Source: an optimization exercise on an open RTL-to-GDS flow (aim: small area). Production flows keep margins and buffers that such runs may drop.
Only simulation tests tie the RTL to the original design; equivalence was not proved.
Power and IR drop assume default switching activity.

==> design/flow/design.v <==
`timescale 1ns / 1ps
module alu (
    input wire [3:0] a,
    input wire [3:0] b,
    input wire [2:0] op,
    output wire [3:0] result,
    output wire zero,
    output wire negative,
    output wire carry,
    output wire overflow
);
    wire sub = op[0];
    wire [3:0] bx = b ^ {4{sub}};
    wire [4:0] c;
    wire [3:0] sum;
    assign c[0] = sub;
    genvar i;
    generate
        for (i = 0; i < 4; i = i + 1) begin : g_add
            assign sum[i] = a[i] ^ bx[i] ^ c[i];
            assign c[i+1] = (a[i] & bx[i]) | (c[i] & (a[i] ^ bx[i]));
        end
    endgenerate
    wire o_arith = ~op[2] & ~op[1];
    wire o_and = ~op[2] & op[1] & ~op[0];
    wire o_or = ~op[2] & op[1] & op[0];
    wire o_xor = op[2] & ~op[1] & ~op[0];
    wire o_sll = op[2] & ~op[1] & op[0];
    wire o_srl = op[2] & op[1] & ~op[0];
    wire o_slt = op[2] & op[1] & op[0];
    wire [3:0] x = a ^ b;
    wire [3:0] n = a & b;
    wire sel_n = o_and | o_or;
    wire sel_x = o_or | o_xor;
    wire [3:0] s;
    assign s[0] = ~b[1] & ~b[0];
    assign s[1] = ~b[1] & b[0];
    assign s[2] = b[1] & ~b[0];
    assign s[3] = b[1] & b[0];
    wire [3:0] l = {4{o_sll}} & s;
    wire [3:0] r = {4{o_srl}} & s;
    wire z = (o_sll | o_srl) & s[0];
    wire [3:0] shift;
    assign shift[0] = (z & a[0]) | (r[1] & a[1]) | (r[2] & a[2]) | (r[3] & a[3]);
    assign shift[1] = (z & a[1]) | (l[1] & a[0]) | (r[1] & a[2]) | (r[2] & a[3]);
    assign shift[2] = (z & a[2]) | (l[1] & a[1]) | (l[2] & a[0]) | (r[1] & a[3]);
    assign shift[3] = (z & a[3]) | (l[1] & a[2]) | (l[2] & a[1]) | (l[3] & a[0]);
    assign result = ({4{o_arith}} & sum) | ({4{sel_n}} & n) | ({4{sel_x}} & x) |
                    shift | {3'b000, o_slt & ~c[4]};
    assign carry = (o_arith & (c[4] ^ sub)) |
                   (l[1] & a[3]) | (l[2] & a[2]) | (l[3] & a[1]) |
                   (r[1] & a[0]) | (r[2] & a[1]) | (r[3] & a[2]);
    assign overflow = o_arith & (c[3] ^ c[4]);
    assign zero = (result == 4'b0000);
    assign negative = result[3];
endmodule
`timescale 1ns / 1ps
module control_unit (
    input wire [15:0] instruction,
    output wire [2:0] alu_op,
    output wire [1:0] dest_addr,
    output wire [1:0] src_a_addr,
    output wire [1:0] src_b_addr,
    output wire use_immediate,
    output wire [3:0] immediate
);
    assign alu_op = instruction[15:13];
    assign dest_addr = instruction[12:11];
    assign src_a_addr = instruction[10:9];
    assign src_b_addr = instruction[8:7];
    assign use_immediate = instruction[6];
    assign immediate = instruction[3:0];
endmodule
`timescale 1ns / 1ps
module instruction_memory (
    input wire clk,
    input wire reset,
    input wire write_enable,
    input wire [3:0] write_addr,
    input wire [15:0] write_data,
    input wire [3:0] read_addr,
    output wire [15:0] instruction
);
    reg [255:0] words;
    reg [15:0] valid;
    wire [255:0] next_words;
    wire [15:0] we;
    wire [15:0] hold;
    wire [15:0] sel;
    genvar w, b;
    generate
        for (w = 0; w < 16; w = w + 1) begin : g_word
            assign we[w] = write_enable & (write_addr == w);
            assign hold[w] = ~we[w];
            assign sel[w] = valid[w] & (read_addr == w);
            for (b = 0; b < 16; b = b + 1) begin : g_bit
                imem_bit_next u_next (
                    .load(we[w]),
                    .hold(hold[w]),
                    .new_bit(write_data[b]),
                    .old_bit(words[16*w + b]),
                    .next_bit(next_words[16*w + b])
                );
            end
            always @(posedge clk or posedge reset) begin
                if (reset)
                    valid[w] <= 1'b0;
                else if (we[w])
                    valid[w] <= 1'b1;
            end
        end
    endgenerate
    always @(posedge clk) begin
        words <= next_words;
    end
    generate
        for (b = 0; b < 16; b = b + 1) begin : g_read
            wire [5:0] part_n;
            for (w = 0; w < 5; w = w + 1) begin : g_grp
                imem_read3 u_read (
                    .sel0(sel[3*w]),     .bit0(words[16*(3*w) + b]),
                    .sel1(sel[3*w + 1]), .bit1(words[16*(3*w + 1) + b]),
                    .sel2(sel[3*w + 2]), .bit2(words[16*(3*w + 2) + b]),
                    .out_n(part_n[w])
                );
            end
            assign part_n[5] = ~(sel[15] & words[16*15 + b]);
            assign instruction[b] = ~&part_n;
        end
    endgenerate
endmodule
module imem_bit_next (
    input wire load,
    input wire hold,
    input wire new_bit,
    input wire old_bit,
    output wire next_bit
);
    assign next_bit = (load & new_bit) | (hold & old_bit);
endmodule
module imem_read3 (
    input wire sel0,
    input wire bit0,
    input wire sel1,
    input wire bit1,
    input wire sel2,
    input wire bit2,
    output wire out_n
);
    assign out_n = ~((sel0 & bit0) | (sel1 & bit1) | (sel2 & bit2));
endmodule
`timescale 1ns / 1ps
module register_file (
    input wire clk,
    input wire reset,
    input wire write_enable,
    input wire [1:0] write_addr,
    input wire [3:0] write_data,
    input wire [1:0] read_addr_a,
    input wire [1:0] read_addr_b,
    output wire [3:0] reg_a,
    output wire [3:0] reg_b
);
    reg [15:0] registers;
    wire [15:0] next_registers;
    genvar r, b;
    generate
        for (r = 0; r < 4; r = r + 1) begin : g_reg
            wire load = write_enable & (write_addr == r);
            for (b = 0; b < 4; b = b + 1) begin : g_bit
                imem_bit_next u_next (
                    .load(load),
                    .hold(~load),
                    .new_bit(write_data[b]),
                    .old_bit(registers[4*r + b]),
                    .next_bit(next_registers[4*r + b])
                );
            end
        end
    endgenerate
    always @(posedge clk or posedge reset) begin
        if (reset)
            registers <= 16'b0;
        else
            registers <= next_registers;
    end
    assign reg_a = registers[4*read_addr_a +: 4];
    assign reg_b = registers[4*read_addr_b +: 4];
endmodule
`timescale 1ns / 1ps
module top (
    input wire clk,
    input wire reset,
    input wire run_enable,
    input wire reg_write_enable,
    input wire [1:0] reg_write_addr,
    input wire [3:0] reg_write_data,
    input wire instr_write_enable,
    input wire [3:0] instr_write_addr,
    input wire [15:0] instr_write_data,
    output reg [3:0] pc,
    output wire [15:0] instruction,
    output wire [3:0] result,
    output wire zero,
    output wire negative,
    output wire carry,
    output wire overflow
);
    wire [1:0] dest_addr, src_a_addr, src_b_addr;
    wire [2:0] alu_op;
    wire use_immediate;
    wire [3:0] immediate;
    wire [3:0] a, b, alu_b;
    wire cpu_step;
    wire rf_write_enable;
    wire [1:0] rf_write_addr;
    wire [3:0] rf_write_data;
    instruction_memory imem (
        .clk(clk),
        .reset(reset),
        .write_enable(instr_write_enable),
        .write_addr(instr_write_addr),
        .write_data(instr_write_data),
        .read_addr(pc),
        .instruction(instruction)
    );
    control_unit cu (
        .instruction(instruction),
        .alu_op(alu_op),
        .dest_addr(dest_addr),
        .src_a_addr(src_a_addr),
        .src_b_addr(src_b_addr),
        .use_immediate(use_immediate),
        .immediate(immediate)
    );
    assign cpu_step = run_enable & ~reg_write_enable & ~instr_write_enable;
    assign rf_write_enable = reg_write_enable | cpu_step;
    assign rf_write_addr = reg_write_enable ? reg_write_addr : dest_addr;
    assign rf_write_data = reg_write_enable ? reg_write_data : result;
    register_file rf (
        .clk(clk),
        .reset(reset),
        .write_enable(rf_write_enable),
        .write_addr(rf_write_addr),
        .write_data(rf_write_data),
        .read_addr_a(src_a_addr),
        .read_addr_b(src_b_addr),
        .reg_a(a),
        .reg_b(b)
    );
    assign alu_b = use_immediate ? immediate : b;
    alu alu_inst (
        .a(a),
        .b(alu_b),
        .op(alu_op),
        .result(result),
        .zero(zero),
        .negative(negative),
        .carry(carry),
        .overflow(overflow)
    );
    always @(posedge clk or posedge reset) begin
        if (reset) begin
            pc <= 4'b0000;
        end else if (cpu_step) begin
            pc <= pc + 4'b0001;
        end
    end
endmodule
==> design/flow/flow/run.sh <==
#!/bin/bash
# The standard layout (standard.sh: the standard flow's synthesis and ORFS flow) with
# changes that only affect sizing and buffering:
#  - every port gets the smallest buffer (buf_1) rather than the default pick;
#  - after floorplan, synthesis buffers are removed and logic cells are set to
#    their smallest drive strength (flow/downsize.tcl); the resizer buffers and
#    upsizes where needed later on;
#  - the clock tree uses larger sink clusters of clkbuf_16 leaf buffers and no
#    dummy loads.
set -euo pipefail
here=$(pwd)
bash standard.sh \
  "BUFFER_PORTS_ARGS=-buffer_cell sky130_fd_sc_hd__buf_1" \
  "POST_FLOORPLAN_TCL=$here/flow/downsize.tcl" \
  "CTS_ARGS=-sink_clustering_enable -repair_clock_nets -sink_clustering_size 30 -sink_clustering_max_diameter 80 -buf_list sky130_fd_sc_hd__clkbuf_16 -dont_use_dummy_load" \
  finish > "$here/standard_sh.log" 2>&1
==> design/flow/flow/downsize.tcl <==
# Remove the buffers synthesis inserted; repair_design re-buffers where needed.
remove_buffers
# Run after floorplan (POST_FLOORPLAN_TCL): give every logic cell the smallest
# drive strength of its family. Synthesis sizes cells for loads it can only
# guess; the resizer's repair_design and repair_timing steps that follow in
# placement, CTS and routing upsize or buffer wherever slew, capacitance or
# timing need it.
set n_down 0
foreach inst [get_cells *] {
  set lc [get_lib_cells -of_objects $inst]
  set name [get_name $lc]
  if {![regexp {^(sky130_fd_sc_hd__[a-z0-9]+)_([0-9]+)$} $name -> base size]} { continue }
  set best $name
  set best_area [get_property $lc area]
  foreach cand [get_lib_cells ${base}_*] {
    set cname [get_name $cand]
    if {![regexp "^${base}_\[0-9\]+\$" $cname]} { continue }
    if {[get_property $cand dont_use]} { continue }
    set a [get_property $cand area]
    if {$a < $best_area} { set best $cname; set best_area $a }
  }
  if {$best ne $name} {
    replace_cell $inst $best
    incr n_down
  }
}
puts "downsize.tcl: downsized $n_down cells"
==> design/flow/standard.sh <==
#!/bin/bash
# synth_recipe.tcl (not shown) runs the flow's synth.tcl, then flattens the netlist and writes it again
# the make line also repeats each setting of config.mk as NAME=value (left out here)
make -C /OpenROAD-flow-scripts/flow DESIGN_CONFIG=/design/flow/config.mk WORK_HOME=/design/flow/orfs CLKGATE_MAP_FILE= SYNTH_SCRIPT=/design/flow/synth_recipe.tcl "${@:-finish}"
==> design/flow/config.mk <==
export PLATFORM = sky130hd
export DESIGN_NAME = top
export DESIGN_NICKNAME = top
export VERILOG_FILES = /design/flow/design.v
export SDC_FILE = /design/flow/constraint.sdc
export NUM_CORES = 4
export LEC_CHECK = 0
export CAP_MARGIN = 5
export CORE_MARGIN = 2
export CORE_UTILIZATION = 65
export SLEW_MARGIN = 5
export SYNTH_HIERARCHICAL = 1
==> design/flow/constraint.sdc <==
create_clock -name core_clock -period 8.5 [get_ports {clk}]
set_input_delay 1.7000 -clock core_clock [delete_from_list [all_inputs] [get_ports {clk}]]
set_output_delay 1.7000 -clock core_clock [all_outputs]
set_load 0.01 [all_outputs]
==> flow_metrics.py, run 1 <==
metrics = {
    "finish": {
        "layout_common_cells": "a22o_1 (273), dfxtp_1 (256), a222oi_1 (80)",
        "multiInputGateArea_um2": 4800,
        "antennaDiodeCount": 0,
        "nNetsFinal": 1002,
        "instances_no_fill": 1181,
        "layout-drive-gt1-share_pct": 4.99,
        "syn2layout_area_growth_pct": 5.54,
        "fill_cells": 1251,
        "final_area_um2": 11800,
        "seqCellArea_um2": 6030,
        "mostFrequentLayoutCell": "a22o_1",
    },
    "clocking": {
        "cts_made_buffers": 13,
        "insertion_delay_ns": 0.49,
        "h-tree-depth": 1,
        "clk_pin_slew_ns": 0.11,
        "post_cts_buffers": 0,
        "cts.hold.buffers_added": 0,
        "cts_tree": "yes",
        "cts_buffer_depth": 3,
        "cts_resized": 0,
        "cts_sinks": 292,
        "cts-root-buf": "clkbuf_16",
    },
    "yosys": {
        "synth_top_area_share_pct": 45.8,
        "synth_cell_types": 50,
        "ys_seq_area_share_pct": 53.9,
        "yosys.area.top_type": "dfxtp_1",
        "ys_warn_count": 9,
        "syn_area_um2": 11200,
        "ys_async_sr_fraction_pct": 12.3,
        "synth_edf_count": 0,
        "syn-num-nets": 946,
        "syn_area_per_cell_um2": 12.3,
        "synth-seq-cells": 292,
        "synth_area_leaders": "dfxtp_1 (46%), a22o_1 (21%), dfrtp_1 (8.1%), a222oi_1 (7.2%), mux4_1 (1.9%)",
        "postSynth.topFlopCell": "dfxtp_1",
        "netlist_instances": 907,
    },
    "worst_setup_path": {
        "cp.required_ns": 6.80,
        "worstReg2RegStart": "pc[1]$_DFFE_PP0P_",
        "cp-startpoint": "pc[1]$_DFFE_PP0P_",
        "critPathCaptureType": "output pin",
        "start_kind": "flip-flop",
        "cp_max_fo": 16,
        "worstSetupPathType": "flip-flop to output pin",
        "cp.arrival_ns": 5.81,
    },
    "global_routing": {
        "grt_pass1_wl_um": 50000,
        "grt_usage_pct": 35.5,
        "gr-total-overflow": 0,
        "grt_pass1_vias": 8399,
        "antenna_found_initial": 0,
        "grt_max_degree": 31,
    },
    "detailed_routing": {
        "vias": 8991,
        "ant_nets": 0,
        "viasPerCell": 7.61,
        "drtIter0Drc": 1483,
        "drt_wl_total_um": 33300,
        "drt-pass1-iter-count": 9,
        "wire_per_inst_um": 28.2,
        "post-route-drc-count": 0,
    },
    "sta": {
        "fmax_ghz": 0.133,
        "rsz0062_at_grt": "no",
        "finalSetupViolCount": 0,
        "slew_headroom_pct": 12.9,
        "tightest_slew_ns": 1.31,
        "skew_ns": 0.0187,
        "finalCritPeriodShare_pct": 88.4,
        "setup_tns_ns": 0,
        "finalHoldViolations": 0,
        "period_needed_ns": 7.51,
        "slew_violations": 0,
    },
    "floorplan": {
        "ios": 59,
        "initial_utilization_pct": 67.0,
        "die_x_um": 135,
        "coreArea_um2": 16700,
        "die_area_um2": 18300,
        "rows": 47,
        "chipHeight_um": 135,
    },
    "placement": {
        "io_buffers": 58,
        "gp_congestion": 0.935,
        "dpl.cell_count": 1168,
        "post_dp_cell_area_um2": 11500,
        "hpwl_um": 21700,
    },
    "pwr": {
        "power_density_nw_per_um2": 400,
        "ir_drop_mv": 0.599,
        "p_leak_nw": 5.25,
    },
    "outcome": {
        "status": "no timing/DRC/antenna violations",
    },
    "min_path": {
        "holdCritStartpoint": "imem.valid[8]$_DFFE_PP0P_",
        "holdCritPathClass": "flip-flop to flip-flop",
    },
    "job": {
        "drv_cap": 0,
    },
}
## Yosys cell counts (2+ instances only)
library cell  number
a22o_1           273
dfxtp_1          256
a222oi_1          80
dfrtp_1           36
nand2_1           29
inv_1             27
nand3_1           20
nand2b_1          19
and3_1            17
a211o_1           15
buf_4             15
mux2_2            14
and3b_1           11
mux4_1             8
nor2b_1            7
o21ai_0            7
nor2_1             6
buf_6              5
ha_1               5
nor3_1             4
nor3b_1            4
xor2_1             4
a22oi_1            3
fa_1               3
nand3b_1           3
o2111ai_1          3
or2_2              3
xnor2_1            3
a21oi_1            2
and2b_1            2
buf_2              2
clkbuf_1           2
mux2i_1            2
## path summary, 6_finish.rpt
path	slack (ns)	depth (start not counted)	to
worst max register to register	2.86	18	rf.registers[15]$_DFF_PP0_
worst min register to register	0.48	1	imem.valid[8]$_DFFE_PP0P_
worst min-delay path	0.48	1	imem.valid[8]$_DFFE_PP0P_
max in group asynchronous	6.76	2	rf.registers[2]$_DFF_PP0_
min in group asynchronous	1.12	2	pc[2]$_DFFE_PP0P_
worst max-delay path	0.99	17	zero
## critical path, cell delays in order, from the launching register on
cell       delay, ns
dfrtp_1         0.51
nor2b_1         0.23
and3_1          0.43
a222oi_1        0.59
nand3_1         0.19
a211o_1         0.38
mux4_2          0.46
mux2_2          0.35
o21ai_0         0.22
fa_1            0.23
fa_1            0.20
inv_1           0.06
fa_1            0.43
and3_1          0.20
o21ai_0         0.15
o2111ai_1       0.19
nor4_1          0.31
buf_1           0.18
## final cells by class
type,count,area share [%]
multi-input combinational,564,40.7
sequential,292,51.1
clock buffer,13,2.76
inverter,27,0.859
tap,220,2.33
timing repair buffer,65,2.29
## registers in the layout (all words and copies together), names as in the netlist
signal / flops
imem.words: 256
imem.valid: 16
rf.registers: 16
pc: 4
## cells by family after synthesis
logic type | Yosys count | share of synthesized area (%)
AOI/OAI and AO/OA | 392 | 31.4
DFF | 292 | 53.9
and+or+nand+nor | 133 | 7.04
buffers and inverters | 51 | 2.57
muxes | 24 | 3.47
adders and majority gates | 8 | 1.10
xor gates and xnor gates | 7 | 0.548
## Yosys stat by module, one instance, submodules excluded
module / cells / flip-flops and latches / copies in the design / area (µm²)
imem_read3: 1 / 0 / 80 / 10.0
register_file: 33 / 16 / 1 / 674
alu: 74 / 0 / 1 / 612
top: 26 / 4 / 1 / 319
control_unit: 14 / 0 / 1 / 105
imem_bit_next: 1 / 0 / 272 / 8.76
instruction_memory: 408 / 272 / 1 / 6290
## power breakdown
| group | total, W | switching [W] | internal, W |
|---|---|---|---|
| logic | 0.00212 | 0.00123 | 0.000890 |
| clock network | 0.000687 | 0.000409 | 0.000278 |
| registers | 0.00191 | 0.000219 | 0.00169 |
## metrics by stage
step	utilization (%)	setup slack (ns)	power [W]	hold slack, ns
floorplan	-	1.22	0.00346	0.425
global placement	68.7	1.72	0.00394	0.445
detailed placement	68.7	1.60	0.00399	0.445
CTS	70.7	1.08	0.00467	0.473
global route	70.7	0.566	0.00494	0.493
finish	70.7	0.987	0.00472	0.476
## per-layer routing
metal / routed length (µm) / vias up / GRT usage (%)
met5: 0 / - / 0
met4: 760 / 0 / 8.28
met3: 4490 / 49 / 10.6
met2: 14100 / 628 / 50.9
met1: 13900 / 4451 / 53.2
li1: - / 3863 / -
==> run 2, diff against run 1 <==
--- a/design/flow/flow/run.sh
+++ b/design/flow/flow/run.sh
@@ -12,5 +12,5 @@
 bash standard.sh \
   "BUFFER_PORTS_ARGS=-buffer_cell sky130_fd_sc_hd__buf_1" \
   "POST_FLOORPLAN_TCL=$here/flow/downsize.tcl" \
-  "CTS_ARGS=-sink_clustering_enable -repair_clock_nets -sink_clustering_size 30 -sink_clustering_max_diameter 80 -buf_list sky130_fd_sc_hd__clkbuf_16 -dont_use_dummy_load" \
+  "CTS_ARGS=-sink_clustering_enable -repair_clock_nets -sink_clustering_size 28 -sink_clustering_max_diameter 80 -buf_list sky130_fd_sc_hd__clkbuf_16 -dont_use_dummy_load" \
   finish > "$here/standard_sh.log" 2>&1
--- a/design/flow/config.mk
+++ b/design/flow/config.mk
@@ -7,6 +7,8 @@
 export LEC_CHECK = 0
 export CAP_MARGIN = 5
 export CORE_MARGIN = 2
-export CORE_UTILIZATION = 65
+export CORE_UTILIZATION = 70
+export GPL_ROUTABILITY_DRIVEN = 0
+export GPL_TIMING_DRIVEN = 0
 export SLEW_MARGIN = 5
 export SYNTH_HIERARCHICAL = 1
==> run 2 against run 1 <==
Compared with the run above: synthesized cell count unchanged; maximum frequency decreased by 4.2%; sequential power about the same; register-to-register slack got worse by 0.32 ns; utilization increased by 4.2 points; highest routed layer unchanged; via count increased by 2.5%; critical path type unchanged; routed wire length decreased by 2.6%; count of clock-buffer cells in the layout increased by 1; sequential share of layout area about the same; still clean; largest cell class unchanged; clock power increased by 3%.
==> flow_metrics.py, run 2 <==
metrics = {
    "global_routing": {
        "grt_max_degree": 29,
        "grt_pass1_wl_um": 48900,
        "grt_usage_pct": 37.2,
        "antenna_found_initial": 0,
        "gr-total-overflow": 0,
        "grt_pass1_vias": 8662,
    },
    "yosys": {
        "syn_area_um2": 11200,
        "ys_seq_area_share_pct": 53.9,
        "synth_edf_count": 0,
        "synth-seq-cells": 292,
        "synth_top_area_share_pct": 45.8,
        "synth_cell_types": 50,
        "netlist_instances": 907,
        "synth_commonest_cells": "a22o_1 (273), dfxtp_1 (256), a222oi_1 (80)",
        "synth_area_leaders": "dfxtp_1 (46%), a22o_1 (21%), dfrtp_1 (8.1%), a222oi_1 (7.2%), mux4_1 (1.9%)",
        "yosysMostFrequentCell": "a22o_1",
        "syn-num-nets": 946,
        "ys_warn_count": 9,
        "postSynth.topFlopCell": "dfxtp_1",
        "yosys.area.top_type": "dfxtp_1",
        "ys_async_sr_fraction_pct": 12.3,
        "syn_area_per_cell_um2": 12.3,
    },
    "sta": {
        "fmax_ghz": 0.128,
        "finalHoldViolations": 0,
        "rsz0062_at_grt": "no",
        "worst_hold_slack_ns": 0.468,
        "slew_violations": 0,
        "finalCritPeriodShare_pct": 92.2,
        "slew_headroom_pct": 28.3,
        "skew_ns": 0.0341,
        "period_needed_ns": 7.84,
        "finalSetupViolCount": 0,
        "tightest_slew_ns": 1.08,
        "setup_ws_ns": 0.661,
    },
    "pwr": {
        "ir_drop_mv": 0.564,
        "switchingPower_w": 0.00182,
        "pwr-share-seq_pct": 40.5,
        "power_w": 0.00469,
        "switching_share_pct": 38.7,
        "pwr-share-comb_pct": 44.4,
        "p_clk_share_pct": 15.1,
        "p_leak_nw": 5.25,
        "power_density_nw_per_um2": 398,
        "internal-power_w": 0.00288,
    },
    "finish": {
        "largest-register": "imem.words",
        "antennaDiodeCount": 0,
        "mostFrequentLayoutCell": "a22o_1",
        "layout-drive-gt1-share_pct": 5.01,
        "instances_no_fill": 1174,
        "reg.largest.list": "imem.words (256), imem.valid (16), rf.registers (16)",
        "final_area_um2": 11800,
        "fill_cells": 1056,
        "largest_register_ffs": 256,
        "syn2layout_area_growth_pct": 5.58,
        "layout_common_cells": "a22o_1 (273), dfxtp_1 (256), a222oi_1 (80)",
        "nNetsFinal": 999,
    },
    "floorplan": {
        "die_area_um2": 17000,
        "die_x_um": 130,
        "coreArea_um2": 15800,
        "chipHeight_um": 130,
        "ios": 59,
        "initial_utilization_pct": 70.9,
        "rows": 46,
    },
    "clocking": {
        "cts_tree": "yes",
        "cts_made_buffers": 14,
        "post_cts_buffers": 0,
        "h-tree-depth": 1,
        "clk_pin_slew_ns": 0.10,
        "cts_sinks": 292,
        "cts_buffer_depth": 3,
        "insertion_delay_ns": 0.49,
        "cts.hold.buffers_added": 0,
        "cts_resized": 0,
        "cts-root-buf": "clkbuf_16",
    },
    "worst_setup_path": {
        "slowest_delay_ns": 0.75,
        "critPathTopFamily": "simple AND/OR/NAND/NOR gates",
        "worstSetupPathType": "flip-flop to output pin",
        "cp_cell_sequence": "nor2b_1 > and3_1 > a222oi_1 > nand3_1 > a211o_1 > mux4_2 > mux2_2 > o21ai_0 > fa_1 > fa_1 > inv_1 > fa_1 > and3_1 > o21ai_0 > o2111ai_1 > nor4_1 > buf_1",
        "cp.arrival_ns": 6.14,
        "cp_max_fo": 16,
        "ff2ff_setup_slack_ns": 2.54,
        "cp_slowest_cell": "and3_1",
        "critPathCaptureType": "output pin",
        "crit_buf_inv": 2,
        "ff2ff_path_depth": 18,
        "start_kind": "flip-flop",
        "r2r-end": "rf.registers[7]$_DFF_PP0_",
        "worstReg2RegStart": "pc[1]$_DFFE_PP0P_",
        "cp.required_ns": 6.80,
        "cp_common_cell": "fa_1",
    },
    "detailed_routing": {
        "post-route-drc-count": 0,
        "drtIter0Drc": 1552,
        "wire_per_inst_um": 27.6,
        "vias": 9214,
        "drt_wl_total_um": 32400,
        "drt-pass1-iter-count": 6,
        "viasPerCell": 7.85,
        "ant_nets": 0,
    },
    "min_path": {
        "min_delay_path_depth": 1,
        "min_to": "imem.valid[15]$_DFFE_PP0P_",
        "holdCritPathClass": "flip-flop to flip-flop",
        "holdCritStartpoint": "imem.valid[15]$_DFFE_PP0P_",
    },
    "placement": {
        "post_dp_cell_area_um2": 11500,
        "dpl.cell_count": 1160,
        "io_buffers": 58,
        "dp_worst_setup_slack_ns": 1.29,
        "hpwl_um": 20200,
    },
    "job": {
        "drv_cap": 0,
    },
    "outcome": {
        "status": "no timing/DRC/antenna violations",
    },
}
## run 2: cell types whose count changed in the layout (fill, tap and decap cells not counted)
cell | previous run | this run
buf_4 | 7 | 1
buf_6 | 0 | 2
clkbuf_16 | 13 | 14
nor2_1 | 6 | 3
nor2_2 | 0 | 3
## run 2: kinds of logic (layout without fill, tap and decap cells)
kind of cell,Yosys count,in the layout,synth area share [%]
AO/OA/AOI/OAI,392,392,31.4
AND/OR/NAND/NOR,133,133,7.04
adder cells (fa/ha/maj),8,8,1.10
multiplexers,24,24,3.47
XOR/XNOR,7,7,0.548
flip-flops,292,292,53.9
buffers and inverters,51,102,2.57
## run 2: stage by stage
stage          util (%)  TNS [ns]
4_1_cts            74.9         0
3_3_place_gp       72.3    -0.689
5_1_grt            74.9         0
6_report           74.9         0
3_5_place_dp       72.6         0
2_1_floorplan         -         0
## run 2: layout make-up
type	instances	area (µm²)	area share, %
Clock buffer	14	350	2.97
Inverter	27	101	0.858
Multi-Input combinational cell	564	4810	40.7
Sequential cell	292	6030	51.0
Tap cell	216	270	2.29
Timing Repair Buffer	61	248	2.10
## run 2: worst max-delay path by stage
stage                                  from    to  slack (ns)  depth (start not counted)
final                     pc[1]$_DFFE_PP0P_  zero        0.66                         17
after detailed placement  pc[1]$_DFFE_PP0P_  zero        1.29                         17
after floorplan           pc[2]$_DFFE_PP0P_  zero        1.22                         18
after CTS                 pc[1]$_DFFE_PP0P_  zero        0.75                         17
after global placement    pc[2]$_DFFE_PP0P_  zero       -0.26                         17
after global routing      pc[1]$_DFFE_PP0P_  zero        0.40                         17
## run 2: power by group through the flow
stage / logic (W) / clock network (W) / registers (W)
4_1_cts: 0.00205 / 0.000706 / 0.00189
3_5_place_dp: 0.00203 / 0 / 0.00191
3_3_place_gp: 0.00195 / 0 / 0.00189
6_report: 0.00209 / 0.000707 / 0.00190
2_1_floorplan: 0.00160 / 0 / 0.00186
5_1_grt: 0.00224 / 0.000748 / 0.00193
## run 2: per-module statistics from Yosys (local to each module, per instance)
module,flops+latches,times used
control_unit,0,1
register_file,16,1
imem_bit_next,0,272
instruction_memory,272,1
alu,0,1
imem_read3,0,80
top,4,1
## run 2: worst reg2reg max path, stage by stage, from the launching register on
cell and delay (ns):
dfrtp_1 0.58, nor2b_1 0.33, and3_1 0.75, a222oi_1 0.27
nand3_1 0.23, a211o_1 0.30, mux4_2 0.57, mux2_2 0.37
nand2_1 0.11, o21ai_0 0.11, fa_1 0.41, fa_1 0.42
inv_1 0.09, fa_1 0.15, nand2b_1 0.06, a32oi_1 0.23
o2111ai_1 0.25, mux2_2 0.38, a22o_1 0.23
## run 2: metal layers
metal / share of wire, % / vias up / wire length, µm / GRT usage (%)
li1: - / 3860 / - / -
met1: 41 / 4583 / 13200 / 53.1
met2: 45 / 684 / 14600 / 57.1
met3: 11 / 87 / 3720 / 8.06
met4: 2.8 / 0 / 908 / 12.1
met5: 0 / - / 0 / 0
==> run 3, diff against run 2 <==
--- a/design/flow/config.mk
+++ b/design/flow/config.mk
@@ -8,7 +8,5 @@
 export CAP_MARGIN = 5
 export CORE_MARGIN = 2
 export CORE_UTILIZATION = 70
-export GPL_ROUTABILITY_DRIVEN = 0
-export GPL_TIMING_DRIVEN = 0
 export SLEW_MARGIN = 5
 export SYNTH_HIERARCHICAL = 1
==> run 3 against run 2 <==
Compared with the run above: still clean; non-clock buffer count grew 2; cell count up 0.17%; worst setup slack better by 0.32 ns; synthesized area is the same; total power increased by 0.31%; critical path type unchanged; highest routed layer unchanged.
==> flow_metrics.py, run 3 <==
metrics = {
    "yosys": {
        "synth_area_leaders": "dfxtp_1 (46%), a22o_1 (21%), dfrtp_1 (8.1%), a222oi_1 (7.2%), mux4_1 (1.9%)",
        "synth_top_area_share_pct": 45.8,
        "syn_area_um2": 11200,
        "postSynth.topFlopCell": "dfxtp_1",
        "netlist_instances": 907,
        "synth_commonest_cells": "a22o_1 (273), dfxtp_1 (256), a222oi_1 (80)",
        "syn_area_per_cell_um2": 12.3,
        "synth_adder_area_share_pct": 1.10,
        "ys_warn_count": 9,
        "synth_xor_area_share_pct": 0.548,
        "synth-seq-cells": 292,
        "ys_async_sr_fraction_pct": 12.3,
        "yosysMostFrequentCell": "a22o_1",
        "synth_edf_count": 0,
        "yosys.area.top_type": "dfxtp_1",
        "synth_cell_types": 50,
        "synthMuxAreaShare_pct": 3.47,
        "synth-simple-area-share_pct": 7.04,
        "synth_top_family_by_area": "compound AO/OA/AOI/OAI gates",
        "ys_seq_area_share_pct": 53.9,
        "synth-compound-area-share_pct": 31.4,
        "syn-num-nets": 946,
    },
    "detailed_routing": {
        "post-route-drc-count": 0,
        "drt-pass1-iter-count": 8,
        "viasPerCell": 7.64,
        "ant_nets": 0,
        "vias": 8988,
        "drtIter0Drc": 1519,
        "wire_per_inst_um": 27.4,
        "drt_wl_total_um": 32200,
    },
    "sta": {
        "finalHoldViolations": 0,
        "finalCritPeriodShare_pct": 88.4,
        "rsz0062_at_grt": "no",
        "period_needed_ns": 7.52,
        "skew_ns": 0.0328,
        "finalSetupViolCount": 0,
        "setup_ws_ns": 0.982,
        "worst_hold_slack_ns": 0.476,
        "fmax_ghz": 0.133,
        "setup_tns_ns": 0,
        "tightest_slew_ns": 1.21,
        "slew_violations": 0,
        "slew_headroom_pct": 19.2,
    },
    "clocking": {
        "cts_tree": "yes",
        "post_cts_buffers": 0,
        "cts-root-buf": "clkbuf_16",
        "insertion_delay_ns": 0.49,
        "cts.hold.buffers_added": 0,
        "clk_pin_slew_ns": 0.10,
        "cts_made_buffers": 14,
        "cts_resized": 0,
        "cts_buffer_depth": 3,
        "h-tree-depth": 1,
        "cts_sinks": 292,
    },
    "global_routing": {
        "busiest_layer": "met1",
        "grt_pass1_wl_um": 48700,
        "grt_usage_pct": 37.4,
        "met3_usage_pct": 9.28,
        "grtUsageMet2_pct": 52.8,
        "grtUsageMet1_pct": 57.3,
        "antenna_found_initial": 0,
        "grt_max_degree": 29,
        "gr-total-overflow": 0,
        "grt_pass1_vias": 8461,
    },
    "worst_setup_path": {
        "cp_cell_sequence": "nor2_1 > and3_1 > a222oi_1 > nand3_1 > a211o_1 > mux4_2 > mux2_2 > xor2_1 > fa_1 > fa_1 > inv_1 > fa_1 > nand2b_1 > a32oi_1 > o2111ai_1 > nor4_1 > buf_1",
        "worstSetupPathType": "flip-flop to output pin",
        "crit_buf_inv": 2,
        "critPathTopFamily": "compound AO/OA/AOI/OAI gates",
        "crit_cells": 17,
        "ff2ff_setup_slack_ns": 2.83,
        "start_kind": "flip-flop",
        "cp-startpoint": "pc[0]$_DFFE_PP0P_",
        "cp_max_fo": 16,
        "slowest_delay_ns": 0.61,
        "worstReg2RegStart": "pc[0]$_DFFE_PP0P_",
        "cp_slowest_cell": "a222oi_1",
        "ff2ff_path_depth": 17,
        "critPathCaptureType": "output pin",
        "cp_common_cell": "fa_1",
        "worstSetupEndpoint": "zero",
        "r2r-end": "rf.registers[3]$_DFF_PP0_",
        "cp.required_ns": 6.80,
        "cp.arrival_ns": 5.82,
    },
    "finish": {
        "seqCellArea_um2": 6030,
        "antennaDiodeCount": 0,
        "multiInputGateArea_um2": 4800,
        "largest_register_ffs": 256,
        "fin_util_pct": 74.9,
        "syn2layout_area_growth_pct": 5.58,
        "nNetsFinal": 1001,
        "largest-register": "imem.words",
        "reg.largest.list": "imem.words (256), imem.valid (16), rf.registers (16)",
        "fill_cells": 1116,
        "layout-drive-gt1-share_pct": 4.90,
        "layout_common_cells": "a22o_1 (273), dfxtp_1 (256), a222oi_1 (80)",
        "mostFrequentLayoutCell": "a22o_1",
    },
    "placement": {
        "hpwl_um": 21000,
        "gp_congestion": 0.930,
        "io_buffers": 58,
        "dp_worst_setup_slack_ns": 1.59,
    },
    "floorplan": {
        "die_area_um2": 17000,
        "die_x_um": 130,
        "chipHeight_um": 130,
        "initial_utilization_pct": 70.9,
        "ios": 59,
        "rows": 46,
        "coreArea_um2": 15800,
    },
    "pwr": {
        "power_density_nw_per_um2": 399,
        "ir_drop_mv": 0.622,
        "p_leak_nw": 5.26,
        "power_w": 0.00471,
    },
    "min_path": {
        "holdCritPathClass": "flip-flop to flip-flop",
        "min_delay_path_depth": 1,
    },
    "outcome": {
        "status": "no timing/DRC/antenna violations",
    },
    "job": {
        "drv_cap": 0,
    },
}
[run 3: cell counts after synthesis]
No cell type changed its count.
[run 3: routing by layer]
| layer | wire length (µm) | vias up | share of wire [%] |
|---|---|---|---|
| met1 | 13400 | 4448 | 42 |
| met5 | 0 | - | 0 |
| met4 | 913 | 0 | 2.8 |
| met3 | 4390 | 62 | 14 |
| met2 | 13500 | 615 | 42 |
| li1 | - | 3863 | - |
[run 3: worst min path at each step]
stage | slack (ns) | endpoint | startpoint
after floorplan | 0.43 | imem.valid[0]$_DFFE_PP0P_ | imem.valid[0]$_DFFE_PP0P_
after global placement | 0.44 | imem.valid[1]$_DFFE_PP0P_ | imem.valid[1]$_DFFE_PP0P_
after detailed placement | 0.44 | imem.valid[1]$_DFFE_PP0P_ | imem.valid[1]$_DFFE_PP0P_
after CTS | 0.47 | imem.valid[1]$_DFFE_PP0P_ | imem.valid[1]$_DFFE_PP0P_
after global routing | 0.49 | imem.valid[1]$_DFFE_PP0P_ | imem.valid[1]$_DFFE_PP0P_
final | 0.48 | imem.words[52]$_DFF_P_ | imem.words[52]$_DFF_P_
[run 3: final cells by class]
cell class                      count  share of cell area, %
Sequential cell                   292                   51.0
Tap cell                          216                   2.29
Multi-Input combinational cell    564                   40.7
Clock buffer                       14                   2.97
Inverter                           27                  0.858
Timing Repair Buffer               63                   2.16
[run 3: where the power goes]
group / switching [W] / leakage [nW] / internal, W
registers: 0.000219 / 2.55 / 0.00169
logic: 0.00121 / 2.53 / 0.000885
clock network: 0.000400 / 0.173 / 0.000298
[run 3: metrics by stage]
| stage | cells | area (µm²) |
|---|---|---|
| floorplan | 907 | 11200 |
| global placement | 1162 | 11500 |
| detailed placement | 1162 | 11500 |
| CTS | 1176 | 11800 |
| global route | 1176 | 11800 |
| finish | 1176 | 11800 |
[run 3: worst register-to-register path: cells and delay by family, from the launching register on]
kind / cells / cell delay (ns)
AOI/OAI and AO/OA: 5 / 1.67
muxes: 3 / 1.18
buffers and inverters: 1 / 0.09
adders and majority gates: 3 / 1.01
and+or+nand+nor: 4 / 0.82
xor gates and xnor gates: 1 / 0.18
DFF: 1 / 0.58
[run 3: modules after synthesis (local to each module, per instance)]
module | area, µm² | flops+latches
instruction_memory | 6290 | 272
register_file | 674 | 16
alu | 612 | 0
top | 319 | 4
control_unit | 105 | 0
imem_read3 | 10.0 | 0
imem_bit_next | 8.76 | 0
[run 3: cell families after synthesis]
logic type               Yosys count
XOR/XNOR                           7
flip-flops                       292
multiplexers                      24
buffers and inverters             51
AO/OA/AOI/OAI                    392
AND/OR/NAND/NOR                  133
adder cells (fa/ha/maj)            8
==> run 4, diff against run 3 <==
--- a/design/flow/flow/run.sh
+++ b/design/flow/flow/run.sh
@@ -12,5 +12,5 @@
 bash standard.sh \
   "BUFFER_PORTS_ARGS=-buffer_cell sky130_fd_sc_hd__buf_1" \
   "POST_FLOORPLAN_TCL=$here/flow/downsize.tcl" \
-  "CTS_ARGS=-sink_clustering_enable -repair_clock_nets -sink_clustering_size 28 -sink_clustering_max_diameter 80 -buf_list sky130_fd_sc_hd__clkbuf_16 -dont_use_dummy_load" \
+  "CTS_ARGS=-sink_clustering_enable -repair_clock_nets -sink_clustering_size 32 -sink_clustering_max_diameter 100 -buf_list sky130_fd_sc_hd__clkbuf_16 -dont_use_dummy_load" \
   finish > "$here/standard_sh.log" 2>&1
==> run 4 against run 3 <==
Compared with the run above: total power fell by 0.50%; clock skew up 0.037 ns; worst setup slack improved by 0.014 ns; largest cell class unchanged; clock power is 3% lower; critical path type unchanged; cell count hardly changed; sequential power about the same.
==> flow_metrics.py, run 4 <==
metrics = {
    "clocking": {
        "cts_tree": "yes",
        "cts_made_buffers": 13,
        "post_cts_buffers": 0,
        "cts_resized": 0,
        "cts-root-buf": "clkbuf_16",
        "cts.hold.buffers_added": 0,
        "h-tree-depth": 1,
        "clk_pin_slew_ns": 0.11,
        "cts_buffer_depth": 3,
        "insertion_delay_ns": 0.49,
        "cts_sinks": 292,
    },
    "worst_setup_path": {
        "start_kind": "flip-flop",
        "critPathCaptureType": "output pin",
        "ff2ff_path_depth": 17,
        "crit_buf_inv": 2,
        "cp_slowest_cell": "and3_1",
        "cp_cell_sequence": "nor2b_1 > and3_1 > a222oi_1 > nand3_1 > a211o_1 > mux4_2 > mux2_2 > xor2_1 > fa_1 > fa_1 > inv_1 > fa_1 > nand2b_1 > a32oi_1 > o2111ai_1 > nor4_1 > buf_1",
        "cp.required_ns": 6.80,
        "worstSetupPathType": "flip-flop to output pin",
        "critPathTopFamily": "simple AND/OR/NAND/NOR gates",
        "ff2ff_setup_slack_ns": 2.88,
        "crit_cells": 17,
        "cp_common_cell": "fa_1",
        "cp.arrival_ns": 5.80,
        "cp_max_fo": 16,
        "slowest_delay_ns": 0.67,
    },
    "global_routing": {
        "grt_max_degree": 33,
        "grt_pass1_wl_um": 48400,
        "grt_pass1_vias": 8349,
        "grt_usage_pct": 37.1,
        "antenna_found_initial": 0,
        "gr-total-overflow": 0,
    },
    "detailed_routing": {
        "drt-pass1-iter-count": 7,
        "post-route-drc-count": 0,
        "wire_per_inst_um": 27.1,
        "vias": 8953,
        "viasPerCell": 7.62,
        "drtIter0Drc": 1486,
        "drt_wl_total_um": 31900,
        "ant_nets": 0,
    },
    "yosys": {
        "netlist_instances": 907,
        "postSynth.topFlopCell": "dfxtp_1",
        "ys_seq_area_share_pct": 53.9,
        "synth_commonest_cells": "a22o_1 (273), dfxtp_1 (256), a222oi_1 (80)",
        "synth_top_area_share_pct": 45.8,
        "ys_async_sr_fraction_pct": 12.3,
        "syn_area_um2": 11200,
        "synth_edf_count": 0,
        "synth_area_leaders": "dfxtp_1 (46%), a22o_1 (21%), dfrtp_1 (8.1%), a222oi_1 (7.2%), mux4_1 (1.9%)",
        "synth-seq-cells": 292,
        "syn-num-nets": 946,
        "yosys.area.top_type": "dfxtp_1",
        "synth_cell_types": 50,
        "syn_area_per_cell_um2": 12.3,
        "ys_warn_count": 9,
        "yosysMostFrequentCell": "a22o_1",
    },
    "placement": {
        "io_buffers": 58,
        "gp_congestion": 0.930,
        "hpwl_um": 21000,
    },
    "pwr": {
        "power_w": 0.00469,
        "p_clk_share_pct": 14.5,
        "pwr-share-seq_pct": 40.8,
        "switching_share_pct": 39.1,
        "switchingPower_w": 0.00183,
        "power_density_nw_per_um2": 398,
        "p_leak_nw": 5.24,
        "internal-power_w": 0.00285,
        "ir_drop_mv": 0.621,
        "pwr-share-comb_pct": 44.7,
    },
    "sta": {
        "fmax_ghz": 0.133,
        "skew_ns": 0.0700,
        "setup_tns_ns": 0,
        "slew_headroom_pct": 22.9,
        "rsz0062_at_grt": "no",
        "finalCritPeriodShare_pct": 88.3,
        "finalSetupViolCount": 0,
        "tightest_slew_ns": 1.16,
        "period_needed_ns": 7.50,
        "finalHoldViolations": 0,
        "slew_violations": 0,
    },
    "floorplan": {
        "initial_utilization_pct": 70.9,
        "rows": 46,
        "die_x_um": 130,
        "chipHeight_um": 130,
        "die_area_um2": 17000,
        "coreArea_um2": 15800,
        "ios": 59,
    },
    "finish": {
        "antennaDiodeCount": 0,
        "largest_register_ffs": 256,
        "fill_cells": 1107,
        "layout_common_cells": "a22o_1 (273), dfxtp_1 (256), a222oi_1 (80)",
        "reg.largest.list": "imem.words (256), imem.valid (16), rf.registers (16)",
        "layout-drive-gt1-share_pct": 4.80,
        "largest-register": "imem.words",
        "syn2layout_area_growth_pct": 5.36,
        "nNetsFinal": 1000,
        "mostFrequentLayoutCell": "a22o_1",
    },
    "min_path": {
        "holdCritPathClass": "flip-flop to flip-flop",
        "min_delay_path_depth": 1,
    },
    "job": {
        "drv_cap": 0,
    },
    "outcome": {
        "status": "no timing/DRC/antenna violations",
    },
}
==> run 4: worst paths after layout <==
| path | endpoint | startpoint |
|---|---|---|
| min in group asynchronous | pc[2]$_DFFE_PP0P_ | reset |
| worst min register to register | imem.words[128]$_DFF_P_ | imem.words[128]$_DFF_P_ |
| worst min-delay path | imem.words[128]$_DFF_P_ | imem.words[128]$_DFF_P_ |
| max in group asynchronous | imem.valid[5]$_DFFE_PP0P_ | reset |
| worst max register to register | rf.registers[7]$_DFF_PP0_ | pc[1]$_DFFE_PP0P_ |
| worst max-delay path | zero | pc[1]$_DFFE_PP0P_ |
==> run 4: per-module statistics from Yosys, one instance, submodules excluded <==
module	times used	flip-flops and latches	area (µm²)
register_file	1	16	674
control_unit	1	0	105
instruction_memory	1	272	6290
imem_bit_next	272	0	8.76
imem_read3	80	0	10.0
top	1	4	319
alu	1	0	612
==> run 4: cell families after synthesis <==
family	share of synthesized area [%]
buffers and inverters	2.57
adders and majority gates	1.10
AOI/OAI and AO/OA	31.4
muxes	3.47
and+or+nand+nor	7.04
xor gates and xnor gates	0.548
DFF	53.9
==> run 4: layout make-up <==
cell class	instances	area (µm²)	area share (%)
Clock buffer	13	325	2.76
Inverter	27	101	0.860
Multi-Input combinational cell	564	4800	40.8
Sequential cell	292	6030	51.1
Tap cell	216	270	2.29
Timing Repair Buffer	63	255	2.17
==> run 4: power groups by stage <==
| stage | Clock [W] | Combinational, W | Sequential [W] |
|---|---|---|---|
| after CTS | 0.000682 | 0.00207 | 0.00190 |
| after global routing | 0.000729 | 0.00225 | 0.00194 |
| after floorplan | 0 | 0.00160 | 0.00186 |
| after global placement | 0 | 0.00199 | 0.00191 |
| after detailed placement | 0 | 0.00206 | 0.00192 |
| final | 0.000680 | 0.00210 | 0.00191 |
==> run 4: per-stage QoR <==
step                cell area (µm²)  hold slack [ns]  instances  worst slack [ns]  utilization (%)
floorplan                     11200            0.425        907              1.22                -
global placement              11500            0.442       1162              1.76             72.6
detailed placement            11500            0.444       1162              1.59             72.6
CTS                           11800            0.474       1175              1.04             74.7
global route                  11800            0.490       1175             0.694             74.7
finish                        11800            0.475       1175             0.996             74.7
==> run 4: metal layers <==
metal | wire [µm] | track usage (%) | vias up | share of wire (%)
li1 | - | - | 3865 | -
met1 | 13200 | 57.1 | 4408 | 42
met2 | 13300 | 51.8 | 622 | 42
met3 | 4300 | 9.12 | 58 | 13
met4 | 1060 | 11.4 | 0 | 3.3
met5 | 0 | 0 | - | 0
==> run 5, diff against run 4 <==
--- a/design/flow/flow/run.sh
+++ b/design/flow/flow/run.sh
@@ -12,5 +12,5 @@
 bash standard.sh \
   "BUFFER_PORTS_ARGS=-buffer_cell sky130_fd_sc_hd__buf_1" \
   "POST_FLOORPLAN_TCL=$here/flow/downsize.tcl" \
-  "CTS_ARGS=-sink_clustering_enable -repair_clock_nets -sink_clustering_size 32 -sink_clustering_max_diameter 100 -buf_list sky130_fd_sc_hd__clkbuf_16 -dont_use_dummy_load" \
+  "CTS_ARGS=-sink_clustering_enable -repair_clock_nets -sink_clustering_size 30 -sink_clustering_max_diameter 90 -buf_list sky130_fd_sc_hd__clkbuf_16 -dont_use_dummy_load" \
   finish > "$here/standard_sh.log" 2>&1
==> run 5 against run 4 <==
Compared with the run above: count of clock-buffer cells in the layout unchanged; critical endpoint unchanged; total power decreased by 0.11%; largest cell class unchanged; clock skew decreased by 0.046 ns; critical path type unchanged; clock power decreased by 0.7%; cell area unchanged; combinational power about the same.
==> flow_metrics.py, run 5 <==
metrics = {
    "outcome": {
        "status": "no timing/DRC/antenna violations",
    },
    "worst_setup_path": {
        "crit_buf_inv": 2,
        "ff2ff_path_depth": 17,
        "worstSetupEndpoint": "zero",
        "cp_common_cell": "fa_1",
        "cp.required_ns": 6.80,
        "cp_slowest_cell": "and3_1",
        "crit_cells": 17,
        "r2r-end": "rf.registers[7]$_DFF_PP0_",
        "ff2ff_setup_slack_ns": 2.89,
        "cp_max_fo": 16,
        "slowest_delay_ns": 0.67,
        "worstReg2RegStart": "pc[1]$_DFFE_PP0P_",
        "cp_cell_sequence": "nor2b_1 > and3_1 > a222oi_1 > nand3_1 > a211o_1 > mux4_2 > mux2_2 > xor2_1 > fa_1 > fa_1 > inv_1 > fa_1 > nand2b_1 > a32oi_1 > o2111ai_1 > nor4_1 > buf_1",
        "critPathTopFamily": "simple AND/OR/NAND/NOR gates",
        "critPathCaptureType": "output pin",
        "start_kind": "flip-flop",
        "cp.arrival_ns": 5.78,
        "cp-startpoint": "pc[1]$_DFFE_PP0P_",
        "worstSetupPathType": "flip-flop to output pin",
    },
    "yosys": {
        "synth_edf_count": 0,
        "postSynth.topFlopCell": "dfxtp_1",
        "yosys.area.top_type": "dfxtp_1",
        "synth_area_leaders": "dfxtp_1 (46%), a22o_1 (21%), dfrtp_1 (8.1%), a222oi_1 (7.2%), mux4_1 (1.9%)",
        "synth-seq-cells": 292,
        "syn-num-nets": 946,
        "ys_seq_area_share_pct": 53.9,
        "syn_area_per_cell_um2": 12.3,
        "netlist_instances": 907,
        "synth_cell_types": 50,
        "ys_warn_count": 9,
        "yosysMostFrequentCell": "a22o_1",
        "synth_commonest_cells": "a22o_1 (273), dfxtp_1 (256), a222oi_1 (80)",
        "syn_area_um2": 11200,
        "ys_async_sr_fraction_pct": 12.3,
        "synth_top_area_share_pct": 45.8,
    },
    "detailed_routing": {
        "ant_nets": 0,
        "drt_wl_total_um": 32000,
        "post-route-drc-count": 0,
        "vias": 8932,
        "drt-pass1-iter-count": 9,
        "viasPerCell": 7.60,
        "wire_per_inst_um": 27.2,
        "drtIter0Drc": 1476,
    },
    "sta": {
        "finalHoldViolations": 0,
        "period_needed_ns": 7.48,
        "finalSetupViolCount": 0,
        "slew_violations": 0,
        "finalCritPeriodShare_pct": 88.1,
        "tightest_slew_ns": 1.19,
        "skew_ns": 0.0238,
        "rsz0062_at_grt": "no",
        "setup_tns_ns": 0,
        "slew_headroom_pct": 20.6,
        "fmax_ghz": 0.134,
    },
    "finish": {
        "instances_no_fill": 1175,
        "layout_common_cells": "a22o_1 (273), dfxtp_1 (256), a222oi_1 (80)",
        "final_area_um2": 11800,
        "largest_register_ffs": 256,
        "nNetsFinal": 1000,
        "syn2layout_area_growth_pct": 5.36,
        "largest-register": "imem.words",
        "fill_cells": 1108,
        "reg.largest.list": "imem.words (256), imem.valid (16), rf.registers (16)",
        "layout-drive-gt1-share_pct": 4.80,
        "fin_util_pct": 74.7,
        "mostFrequentLayoutCell": "a22o_1",
        "antennaDiodeCount": 0,
    },
    "global_routing": {
        "antenna_found_initial": 0,
        "grt_pass1_wl_um": 48200,
        "grt_max_degree": 31,
        "grt_usage_pct": 37.2,
        "grt_pass1_vias": 8291,
        "gr-total-overflow": 0,
    },
    "clocking": {
        "cts_buffer_depth": 3,
        "cts_made_buffers": 13,
        "cts.hold.buffers_added": 0,
        "cts_resized": 0,
        "clk_pin_slew_ns": 0.11,
        "cts-root-buf": "clkbuf_16",
        "cts_tree": "yes",
        "insertion_delay_ns": 0.49,
        "cts_sinks": 292,
        "post_cts_buffers": 0,
        "h-tree-depth": 1,
    },
    "floorplan": {
        "die_x_um": 130,
        "chipHeight_um": 130,
        "die_area_um2": 17000,
        "initial_utilization_pct": 70.9,
        "ios": 59,
        "rows": 46,
        "coreArea_um2": 15800,
    },
    "pwr": {
        "p_clk_share_pct": 14.4,
        "switching_share_pct": 39.0,
        "switchingPower_w": 0.00183,
        "ir_drop_mv": 0.610,
        "internal-power_w": 0.00285,
        "power_density_nw_per_um2": 397,
        "pwr-share-seq_pct": 40.8,
        "p_leak_nw": 5.24,
        "pwr-share-comb_pct": 44.8,
    },
    "placement": {
        "post_dp_cell_area_um2": 11500,
        "gp_congestion": 0.930,
        "dpl.cell_count": 1162,
        "io_buffers": 58,
        "hpwl_um": 21000,
    },
    "min_path": {
        "holdCritPathClass": "flip-flop to flip-flop",
        "holdCritStartpoint": "imem.words[124]$_DFF_P_",
    },
    "job": {
        "drv_cap": 0,
    },
}
[run 5: cell counts in the layout (fill, tap and decap cells not counted)]
Identical to the previous run, type by type.
[run 5: layer usage]
metal | share of wire (%) | vias up | track usage (%)
li1 | - | 3863 | -
met1 | 41 | 4381 | 57.1
met2 | 42 | 637 | 52.6
met3 | 14 | 51 | 9.57
met4 | 2.7 | 0 | 9.70
met5 | 0 | - | 0
[run 5: how the worst min path moves through the flow]
stage                           endpoint  slack [ns]  cells after the start
2_1_floorplan  imem.valid[0]$_DFFE_PP0P_        0.43                      1
3_3_place_gp   imem.valid[1]$_DFFE_PP0P_        0.44                      1
3_5_place_dp   imem.valid[1]$_DFFE_PP0P_        0.44                      1
4_1_cts        imem.valid[1]$_DFFE_PP0P_        0.47                      1
5_1_grt        imem.valid[1]$_DFFE_PP0P_        0.49                      1
6_report         imem.words[124]$_DFF_P_        0.48                      1
[run 5: cell type report]
cell class	instances	area (µm²)	share of cell area (%)
flip-flops and latches	292	6030	51.1
repair buffers	63	255	2.17
inverters	27	101	0.860
well taps	216	270	2.29
clock buffers	13	325	2.76
multi-input cells	564	4800	40.8
[run 5: per-module statistics from Yosys, one instance, submodules excluded]
module | area [µm²] | cells inside
register_file | 674 | 33
alu | 612 | 74
imem_bit_next | 8.76 | 1
top | 319 | 26
instruction_memory | 6290 | 408
imem_read3 | 10.0 | 1
control_unit | 105 | 14
[run 5: cell families after synthesis]
| family | Yosys count | share of synthesized area [%] |
|---|---|---|
| buffers and inverters | 51 | 2.57 |
| XOR/XNOR | 7 | 0.548 |
| adder cells (fa/ha/maj) | 8 | 1.10 |
| AO/OA/AOI/OAI | 392 | 31.4 |
| AND/OR/NAND/NOR | 133 | 7.04 |
| flip-flops | 292 | 53.9 |
| multiplexers | 24 | 3.47 |
[run 5: power groups by stage]
| stage | combinational [W] | sequential [W] | clock [W] |
|---|---|---|---|
| floorplan | 0.00160 | 0.00186 | 0 |
| global placement | 0.00199 | 0.00191 | 0 |
| detailed placement | 0.00206 | 0.00192 | 0 |
| CTS | 0.00207 | 0.00190 | 0.000675 |
| global route | 0.00225 | 0.00194 | 0.000723 |
| finish | 0.00210 | 0.00191 | 0.000675 |
[run 5: worst register-to-register path: cells and delay by family, from the launching register on]
family          cells  cell delay, ns
compound gates      5            1.21
xor+xnor            1            0.18
simple gates        4            1.21
buf+inv             1            0.09
flops               1            0.54
mux                 3            1.26
fa+ha+maj           3            1.01
[run 5: per-stage QoR]
step	worst slack [ns]	power, W	hold WS [ns]
2_1_floorplan	1.22	0.00346	0.425
3_3_place_gp	1.76	0.00389	0.442
3_5_place_dp	1.59	0.00398	0.444
4_1_cts	1.06	0.00465	0.473
5_1_grt	0.706	0.00492	0.489
6_report	1.02	0.00468	0.481
==> run 6, diff against run 5 <==
--- a/design/flow/design.v
+++ b/design/flow/design.v
@@ -262,8 +262,8 @@
     always @(posedge clk or posedge reset) begin
         if (reset) begin
             pc <= 4'b0000;
-        end else if (cpu_step) begin
-            pc <= pc + 4'b0001;
+        end else begin
+            pc <= pc + {3'b000, cpu_step};
         end
     end
 endmodule
==> run 6 against run 5 <==
Compared with the run above: cell count decreased by 0.17%; non-clock buffer count unchanged; first-iteration DRC count decreased by 3.0%; clock skew about the same; count of clock-buffer cells in the layout unchanged; synthesized area about the same; flip-flop and latch count unchanged; routed wire length increased by 0.22%; via count increased by 0.88%.
==> flow_metrics.py, run 6 <==
metrics = {
    "job": {
        "drv_cap": 0,
    },
    "worst_setup_path": {
        "start_kind": "flip-flop",
        "cp_common_cell": "fa_1",
        "critPathCaptureType": "output pin",
        "crit_buf_inv": 2,
        "critPathTopFamily": "compound AO/OA/AOI/OAI gates",
        "r2r-end": "rf.registers[3]$_DFF_PP0_",
        "slowest_delay_ns": 0.61,
        "ff2ff_path_depth": 18,
        "worstReg2RegStart": "pc[1]$_DFF_PP0_",
        "cp_slowest_cell": "a222oi_1",
        "ff2ff_setup_slack_ns": 2.65,
        "cp.arrival_ns": 5.97,
        "cp_cell_sequence": "nor2b_1 > and3_1 > a222oi_1 > nand3_1 > a211o_1 > mux4_2 > mux2_1 > o21ai_0 > fa_1 > fa_1 > inv_1 > fa_1 > and3_1 > o21ai_0 > o2111ai_1 > nor4_1 > buf_1",
        "worstSetupPathType": "flip-flop to output pin",
        "cp_max_fo": 16,
        "cp.required_ns": 6.80,
    },
    "min_path": {
        "min_to": "imem.valid[14]$_DFFE_PP0P_",
        "min_delay_path_depth": 1,
        "holdCritPathClass": "flip-flop to flip-flop",
        "holdCritStartpoint": "imem.valid[14]$_DFFE_PP0P_",
    },
    "global_routing": {
        "grt_pass1_wl_um": 48600,
        "grt_pass1_vias": 8450,
        "antenna_found_initial": 0,
        "grt_usage_pct": 37.1,
        "grt_max_degree": 31,
        "gr-total-overflow": 0,
    },
    "finish": {
        "mostFrequentLayoutCell": "a22o_1",
        "syn2layout_area_growth_pct": 5.30,
        "largest_register_ffs": 256,
        "antennaDiodeCount": 0,
        "reg.largest.list": "imem.words (256), imem.valid (16), rf.registers (16)",
        "fill_cells": 1093,
        "layout-drive-gt1-share_pct": 3.76,
        "nNetsFinal": 999,
        "seqCellArea_um2": 6030,
        "layout_common_cells": "a22o_1 (273), dfxtp_1 (256), a222oi_1 (80)",
        "fin_util_pct": 74.6,
        "multiInputGateArea_um2": 4790,
        "largest-register": "imem.words",
    },
    "floorplan": {
        "ios": 59,
        "chipHeight_um": 130,
        "initial_utilization_pct": 70.9,
        "die_x_um": 130,
        "rows": 46,
        "die_area_um2": 17000,
        "coreArea_um2": 15800,
    },
    "yosys": {
        "syn_area_um2": 11200,
        "postSynth.topFlopCell": "dfxtp_1",
        "yosysMostFrequentCell": "a22o_1",
        "synth_commonest_cells": "a22o_1 (273), dfxtp_1 (256), a222oi_1 (80)",
        "ys_seq_area_share_pct": 53.9,
        "synth_area_leaders": "dfxtp_1 (46%), a22o_1 (21%), dfrtp_1 (8.1%), a222oi_1 (7.2%), mux4_1 (1.9%)",
        "ys_warn_count": 9,
        "syn-num-nets": 945,
        "ys_async_sr_fraction_pct": 12.3,
        "yosys.area.top_type": "dfxtp_1",
        "synth_cell_types": 49,
        "syn_area_per_cell_um2": 12.4,
        "synth-seq-cells": 292,
        "synth_edf_count": 0,
        "netlist_instances": 905,
        "synth_top_area_share_pct": 45.9,
    },
    "placement": {
        "io_buffers": 58,
        "gp_congestion": 0.945,
        "hpwl_um": 21100,
        "dp_worst_setup_slack_ns": 1.40,
    },
    "detailed_routing": {
        "drtIter0Drc": 1432,
        "drt-pass1-iter-count": 9,
        "drt_wl_total_um": 32100,
        "wire_per_inst_um": 27.3,
        "post-route-drc-count": 0,
        "viasPerCell": 7.68,
        "ant_nets": 0,
        "vias": 9011,
    },
    "pwr": {
        "ir_drop_mv": 0.488,
        "p_leak_nw": 5.25,
        "power_density_nw_per_um2": 395,
        "power_w": 0.00465,
    },
    "clocking": {
        "h-tree-depth": 1,
        "clk_pin_slew_ns": 0.11,
        "cts_resized": 0,
        "cts_sinks": 292,
        "cts_tree": "yes",
        "cts.hold.buffers_added": 0,
        "cts-root-buf": "clkbuf_16",
        "cts_buffer_depth": 3,
        "cts_made_buffers": 13,
        "insertion_delay_ns": 0.48,
        "post_cts_buffers": 0,
    },
    "sta": {
        "finalSetupViolCount": 0,
        "finalHoldViolations": 0,
        "slew_violations": 0,
        "period_needed_ns": 7.67,
        "rsz0062_at_grt": "no",
        "setup_tns_ns": 0,
        "skew_ns": 0.0238,
        "setup_ws_ns": 0.830,
        "slew_headroom_pct": 12.8,
        "fmax_ghz": 0.130,
        "tightest_slew_ns": 1.31,
        "finalCritPeriodShare_pct": 90.2,
    },
    "outcome": {
        "status": "no timing/DRC/antenna violations",
    },
}
[run 6: per-module statistics from Yosys (local to each module, per instance)]
| module | times used | cells inside |
|---|---|---|
| instruction_memory | 1 | 408 |
| register_file | 1 | 33 |
| alu | 1 | 74 |
| top | 1 | 24 |
| control_unit | 1 | 14 |
| imem_read3 | 80 | 1 |
| imem_bit_next | 272 | 1 |
[run 6: final cells by class]
type	instances	area share, %
Timing Repair Buffer	63	2.17
Clock buffer	13	2.76
Multi-Input combinational cell	563	40.7
Sequential cell	292	51.2
Tap cell	216	2.30
Inverter	26	0.829
[run 6: how the worst max path moves through the flow]
stage / cells after the start / to / slack (ns) / start
floorplan: 18 / zero / 1.19 / pc[2]$_DFF_PP0_
global placement: 17 / zero / 1.67 / pc[1]$_DFF_PP0_
global route: 17 / zero / 0.44 / pc[1]$_DFF_PP0_
CTS: 17 / zero / 0.88 / pc[1]$_DFF_PP0_
detailed placement: 17 / zero / 1.40 / pc[1]$_DFF_PP0_
finish: 17 / zero / 0.83 / pc[1]$_DFF_PP0_
[run 6: logic make-up (layout without fill, tap and decap cells)]
logic type | Yosys count | after routing | share of synthesized area (%)
fa+ha+maj | 9 | 9 | 1.21
buf+inv | 50 | 102 | 2.54
flops | 292 | 292 | 53.9
mux | 23 | 23 | 3.57
simple gates | 134 | 134 | 6.97
compound gates | 391 | 391 | 31.3
xor+xnor | 6 | 6 | 0.470
[run 6: metrics by stage]
stage          hold WS, ns  instance area (µm²)  cells
3_5_place_dp         0.445                11400   1160
6_report             0.476                11800   1173
5_1_grt              0.493                11800   1173
4_1_cts              0.475                11800   1173
3_3_place_gp         0.443                11400   1160
2_1_floorplan        0.425                11200    905
[run 6: per-layer routing]
metal	wire, µm	share of wire, %	GRT usage (%)	up-vias
li1	-	-	-	3851
met1	13200	41	56.6	4481
met2	13700	43	53.2	620
met3	4330	14	9.55	59
met4	763	2.4	8.76	0
met5	0	0	0	-
[run 6: where the power goes]
part | total (W) | internal [W] | switching (W) | leakage (nW)
logic | 0.00207 | 0.000860 | 0.00121 | 2.53
clock network | 0.000670 | 0.000278 | 0.000392 | 0.160
registers | 0.00191 | 0.00169 | 0.000215 | 2.55

-- re-timing with driven ports --
The flow's constraints put no driver on any port. The routed layouts listed below were extracted and timed again, unchanged, in two steps. Step 1 assumes that a clkbuf_16 drives the clock port and a buf_2 every other input. Step 2, shift: input delay + t, output delay - t, t = (earliest + latest rising clock arrival at the registers) / 2. This alone moves slack from input paths to output paths. Slacks: ideal / step 1 / step 2; pairs: ideal / step 1.
run	t (ns)	setup WS [ns]	worst data-port slew with drivers (ns)
run 1	0.524	0.987 / 0.944 / 1.468	0.03
run 2	0.525	0.661 / 0.614 / 1.139	0.04
run 3	0.522	0.982 / 0.934 / 1.457	0.04
run 4	0.502	0.996 / 0.950 / 1.452	0.04
run 5	0.523	1.016 / 0.968 / 1.491	0.04
run 6	0.519	0.830 / 0.781 / 1.300	0.03
After both steps setup and hold are still met in every run listed.
